Context: an optimization exercise on an open-source flow, tuned for small area. The choices shown serve that exercise and are no tape-out recipe. In this exercise RTL edits were held to simulation tests only and were not proved equivalent to the original.

==> wip/delta: inputs <==
==> flow/design.v (excerpt) <==
module odd_even_sort #(
    parameter n = 32,
    parameter k = 8
)
(
    input [n * k - 1:0] in,
    input clk, reset,
    output [n * k - 1:0] out
);
clock: 5.0 ns
lec_check: 0
cap_margin: 20
core_margin: 2
core_utilization: 45
place_density: 0.6
slew_margin: 20
run.sh (not shown) runs the stock make flow with config.mk's settings and CLKGATE_MAP_FILE= SYNTH_SCRIPT=/design/flow/synth_recipe.tcl, a recipe that flattens the netlist after the stock synthesis.
==> inputs of wip/sierra, as changes to wip/delta <==
--- a/flow/config.mk
+++ b/flow/config.mk
@@ -7,6 +7,6 @@
 export LEC_CHECK = 0
 export CAP_MARGIN = 20
 export CORE_MARGIN = 2
-export CORE_UTILIZATION = 45
-export PLACE_DENSITY = 0.6
+export CORE_UTILIZATION = 60
+export PLACE_DENSITY = 0.72
 export SLEW_MARGIN = 20
==> qor summary <==
metric                                                                      wip/sierra  wip/delta
Layout overhead on the synthesized area                                         16.21%     17.84%
Post-detailed-route via-to-cell ratio                                            5.453      4.949
Critical Path Start                                                          valid[32]   r32[188]
First-pass GRT wire length                                                   798800 um  746000 um
Worst hold start                                                              r16[144]   r24[191]
Detailed router's first-iteration violation count                                10317       8263
Result of the run                                     no timing/DRC/antenna violations  no timing/DRC/antenna violations
WL met1                                                                      209600 um  211800 um
Fraction of area in clock buffers and inverters                                 8.816%     9.230%
Cell with the biggest individual delay on the critical path            clkdlybuf4s50_1    dfxtp_1
Non-clock buffer contribution to total cell area                                3.420%     3.389%
Weighted congestion at the end of routability-driven global placement            1.024     0.9806
Total length of routed met3 wires                                             26680 um   22840 um
CLK BUF                                                                            916        946
Transition time at the pin with the least slew margin                         1.237 ns   1.104 ns


==> trial 79 <==
Another version of the RTL of odd_even_sort (not shown whole).
==> module odd_even_sort_stage, before the edit <==
module odd_even_sort_stage (
    input [7:0] a,
    input [7:0] b,
    output [7:0] hi,
    output [7:0] lo
);
    wire [7:0] gt = a & ~b;
    wire [7:0] lt = ~a & b;
    wire [4:0] ge;
    assign ge[0] = 1'b1;
    wire [4:0] hg, hl;
    assign hg[0] = 1'b0;
    assign hl[0] = 1'b0;
    genvar i;
    generate
        for (i = 0; i < 4; i = i + 1) begin : c
            assign ge[i + 1] = gt[i] | (~lt[i] & ge[i]);
            assign hg[i + 1] = gt[i + 4] | (~lt[i + 4] & hg[i]);
            assign hl[i + 1] = lt[i + 4] | (~gt[i + 4] & hl[i]);
        end
    endgenerate
    wire sel = hg[4] | (~hl[4] & ge[4]);
    assign hi = sel ? a : b;
    assign lo = sel ? b : a;
endmodule
clock: 5.0 ns
lec_check: 0
abc_area: 1
cap_margin: 20
core_margin: 2
core_utilization: 55
cts_buf_list: sky130_fd_sc_hd__clkbuf_16
cts_cluster_diameter: 80
cts_cluster_size: 28
place_density: 0.68
setup_slack_margin: 0.1
slew_margin: 20
standard.sh (not shown) runs the stock make flow with config.mk's settings and CLKGATE_MAP_FILE= SYNTH_SCRIPT=/design/flow/synth_recipe.tcl, a recipe that flattens the netlist after the stock synthesis.
==> flow/flow/run.sh <==
#!/bin/bash
# The standard layout with two changes:
# - synthesis maps the logic with ABC's area-oriented mapper (amap) instead of
#   the delay-oriented one: flow/abc_area.script replaces ORFS's abc_area.script
#   in a copy of ORFS's scripts folder; the rest of synthesis is unchanged, so
#   the registers are the standard synthesis's;
# - buffer_ports puts plain buf_1 cells on every input and output port.
set -euo pipefail
here=$(pwd)
rm -rf "$here/scripts_amap"
cp -r "$FLOW_HOME/scripts" "$here/scripts_amap"
cp "$here/flow/abc_area.script" "$here/scripts_amap/abc_area.script"
export SCRIPTS_DIR="$here/scripts_amap"
export BUFFER_PORTS_ARGS="-buffer_cell sky130_fd_sc_hd__buf_1"
bash standard.sh > standard.log 2>&1
==> flow/flow/abc_area.script <==
strash
dch
amap
topo
stime -c
buffer -c
upsize -c
dnsize -c
==> inputs of trial 36, as changes to trial 79 <==
--- a/flow/design.v
+++ b/flow/design.v
@@ -8,16 +8,18 @@
     wire [7:0] lt = ~a & b;
+    wire [3:0] g, l;
+    genvar i;
+    generate
+        for (i = 0; i < 4; i = i + 1) begin : grp
+            assign g[i] = gt[2 * i + 1] | (~lt[2 * i + 1] & gt[2 * i]);
+            assign l[i] = lt[2 * i + 1] | (~gt[2 * i + 1] & lt[2 * i]);
+        end
+    endgenerate
     wire [4:0] ge;
     assign ge[0] = 1'b1;
-    wire [4:0] hg, hl;
-    assign hg[0] = 1'b0;
-    assign hl[0] = 1'b0;
-    genvar i;
     generate
         for (i = 0; i < 4; i = i + 1) begin : c
-            assign ge[i + 1] = gt[i] | (~lt[i] & ge[i]);
-            assign hg[i + 1] = gt[i + 4] | (~lt[i + 4] & hg[i]);
-            assign hl[i + 1] = lt[i + 4] | (~gt[i + 4] & hl[i]);
+            assign ge[i + 1] = g[i] | (~l[i] & ge[i]);
         end
     endgenerate
-    wire sel = hg[4] | (~hl[4] & ge[4]);
+    wire sel = ge[4];
     assign hi = sel ? a : b;
--- a/flow/config.mk
+++ b/flow/config.mk
@@ -13,3 +13,3 @@
 export CTS_CLUSTER_DIAMETER = 80
-export CTS_CLUSTER_SIZE = 28
+export CTS_CLUSTER_SIZE = 24
 export PLACE_DENSITY = 0.68
==> inputs of build 21, as changes to trial 79 <==
--- a/flow/design.v
+++ b/flow/design.v
@@ -6,18 +6,18 @@
 );
-    wire [7:0] gt = a & ~b;
-    wire [7:0] lt = ~a & b;
-    wire [4:0] ge;
-    assign ge[0] = 1'b1;
-    wire [4:0] hg, hl;
-    assign hg[0] = 1'b0;
-    assign hl[0] = 1'b0;
+    wire [7:0] g0 = a & ~b;
+    wire [7:0] l0 = ~a & b;
+    wire [3:0] g1, l1;
+    wire [1:0] g2, l2;
     genvar i;
     generate
-        for (i = 0; i < 4; i = i + 1) begin : c
-            assign ge[i + 1] = gt[i] | (~lt[i] & ge[i]);
-            assign hg[i + 1] = gt[i + 4] | (~lt[i + 4] & hg[i]);
-            assign hl[i + 1] = lt[i + 4] | (~gt[i + 4] & hl[i]);
+        for (i = 0; i < 4; i = i + 1) begin : t1
+            assign g1[i] = g0[2 * i + 1] | (~l0[2 * i + 1] & g0[2 * i]);
+            assign l1[i] = l0[2 * i + 1] | (~g0[2 * i + 1] & l0[2 * i]);
+        end
+        for (i = 0; i < 2; i = i + 1) begin : t2
+            assign g2[i] = g1[2 * i + 1] | (~l1[2 * i + 1] & g1[2 * i]);
+            assign l2[i] = l1[2 * i + 1] | (~g1[2 * i + 1] & l1[2 * i]);
         end
     endgenerate
-    wire sel = hg[4] | (~hl[4] & ge[4]);
+    wire sel = ~(l2[1] | (~g2[1] & l2[0]));
     assign hi = sel ? a : b;
--- a/flow/config.mk
+++ b/flow/config.mk
@@ -13,3 +13,3 @@
 export CTS_CLUSTER_DIAMETER = 80
-export CTS_CLUSTER_SIZE = 28
+export CTS_CLUSTER_SIZE = 24
 export PLACE_DENSITY = 0.68
==> results by group <==
Run status
  • Outcome: finished clean

Final layout
  • Final instance area: 207000 um^2
  • Final std cells w/o fill: 22100
  • Synth-to-Final Area Change: 9.30%

Critical path
  • Reg2Reg Launch Point: r4[193]
  • Crit path capture: out[229]
  • Worst Setup Path Type: reg -> out
  • Worst Setup End Kind: output pin

GRT
  • GR Layer Usage met2: 43.7%
  • Vias in the first global route: 107000

Clocking
  • Clock buffer count from CTS: 307

Yosys
  • Cell variety after synth: 72

Floorplan
  • Die Y-Extent: 591 um
[end of results for trial 79]
==> results by group <==
Run status
  • Outcome: finished clean

Yosys
  • Cell variety after synth: 79

Clocking
  • Clock buffer count from CTS: 343

Final layout
  • Synth-to-Final Area Change: 10.1%
  • Final std cells w/o fill: 22300
  • Final instance area: 210000 um^2

GRT
  • Vias in the first global route: 108000
  • GR Layer Usage met2: 42.6%

Critical path
  • Worst Setup Path Type: reg -> out
  • Worst Setup End Kind: output pin
  • Crit path capture: out[165]
[end of results for build 21]
==> results by group <==
Final layout
  • Final instance area: 207000 um^2
  • Final std cells w/o fill: 21700
  • Synth-to-Final Area Change: 9.90%

Critical path
  • Crit path capture: r7[190]
  • Worst Setup Path Type: reg -> reg
  • Reg2Reg Launch Point: r6[17]
  • Worst Setup End Kind: flop

STA
  • Max-slew violations: 0

Run status
  • Outcome: finished clean

GRT
  • GR Layer Usage met2: 41.3%
  • Vias in the first global route: 103000

Clocking
  • CTS max path bufs: 4
  • Clock buffer count from CTS: 342

Yosys
  • Area leader, netlist: dfxtp_1
  • Cell variety after synth: 94

Floorplan
  • Die Y-Extent: 589 um
[end of results for trial 36]

## static timing again, ports no longer ideal
In the flow no input, the clock included, has a driving cell. The finished layouts below were timed again as built, in two steps. Step 1 (the two cells are an assumption about what drives the block):
set clk [get_ports {clk}]
set_driving_cell -lib_cell sky130_fd_sc_hd__clkbuf_16 $clk
set_driving_cell -lib_cell sky130_fd_sc_hd__buf_2 [delete_from_list [all_inputs] $clk]
Step 2 adds t to the input delays and takes it off the output delays; t is the mean of the earliest and latest rising clock arrival at the registers after step 1. Input paths then give back, and output paths get back, about the clock's delay inside the block. Three values: no drivers, after step 1, after step 2; two values: the first two.
| run | t, ns | setup WS [ns] | hold WS [ns] | worst register clock-pin slew, ns | pins driven straight from the clock port |
|---|---|---|---|---|---|
| wip/delta | 1.169 | 0.169 / 0.037 / 0.208 | 0.263 / 0.214 / 0.263 | 0.07 / 0.07 | 1 |
| wip/sierra | 1.163 | 0.065 / -0.059 / 0.139 | 0.269 / 0.210 / 0.269 | 0.08 / 0.08 | 1 |
| trial 79 | 1.039 | 0.405 / 0.294 / 0.121 | 0.310 / 0.310 / 0.310 | 0.11 / 0.11 | 1 |
| trial 36 | 1.050 | 0.265 / 0.216 / -0.111 | 0.256 / 0.256 / 0.256 | 0.10 / 0.10 | 1 |
| build 21 | 1.057 | 0.191 / 0.066 / 0.244 | 0.282 / 0.282 / 0.282 | 0.10 / 0.10 | 1 |
With both steps, setup timing fails in trial 36, where it was met with ideal ports. For trial 36, which loses most, drivers alone change the setup slack by -0.049 ns; drivers and shift together by -0.376 ns.
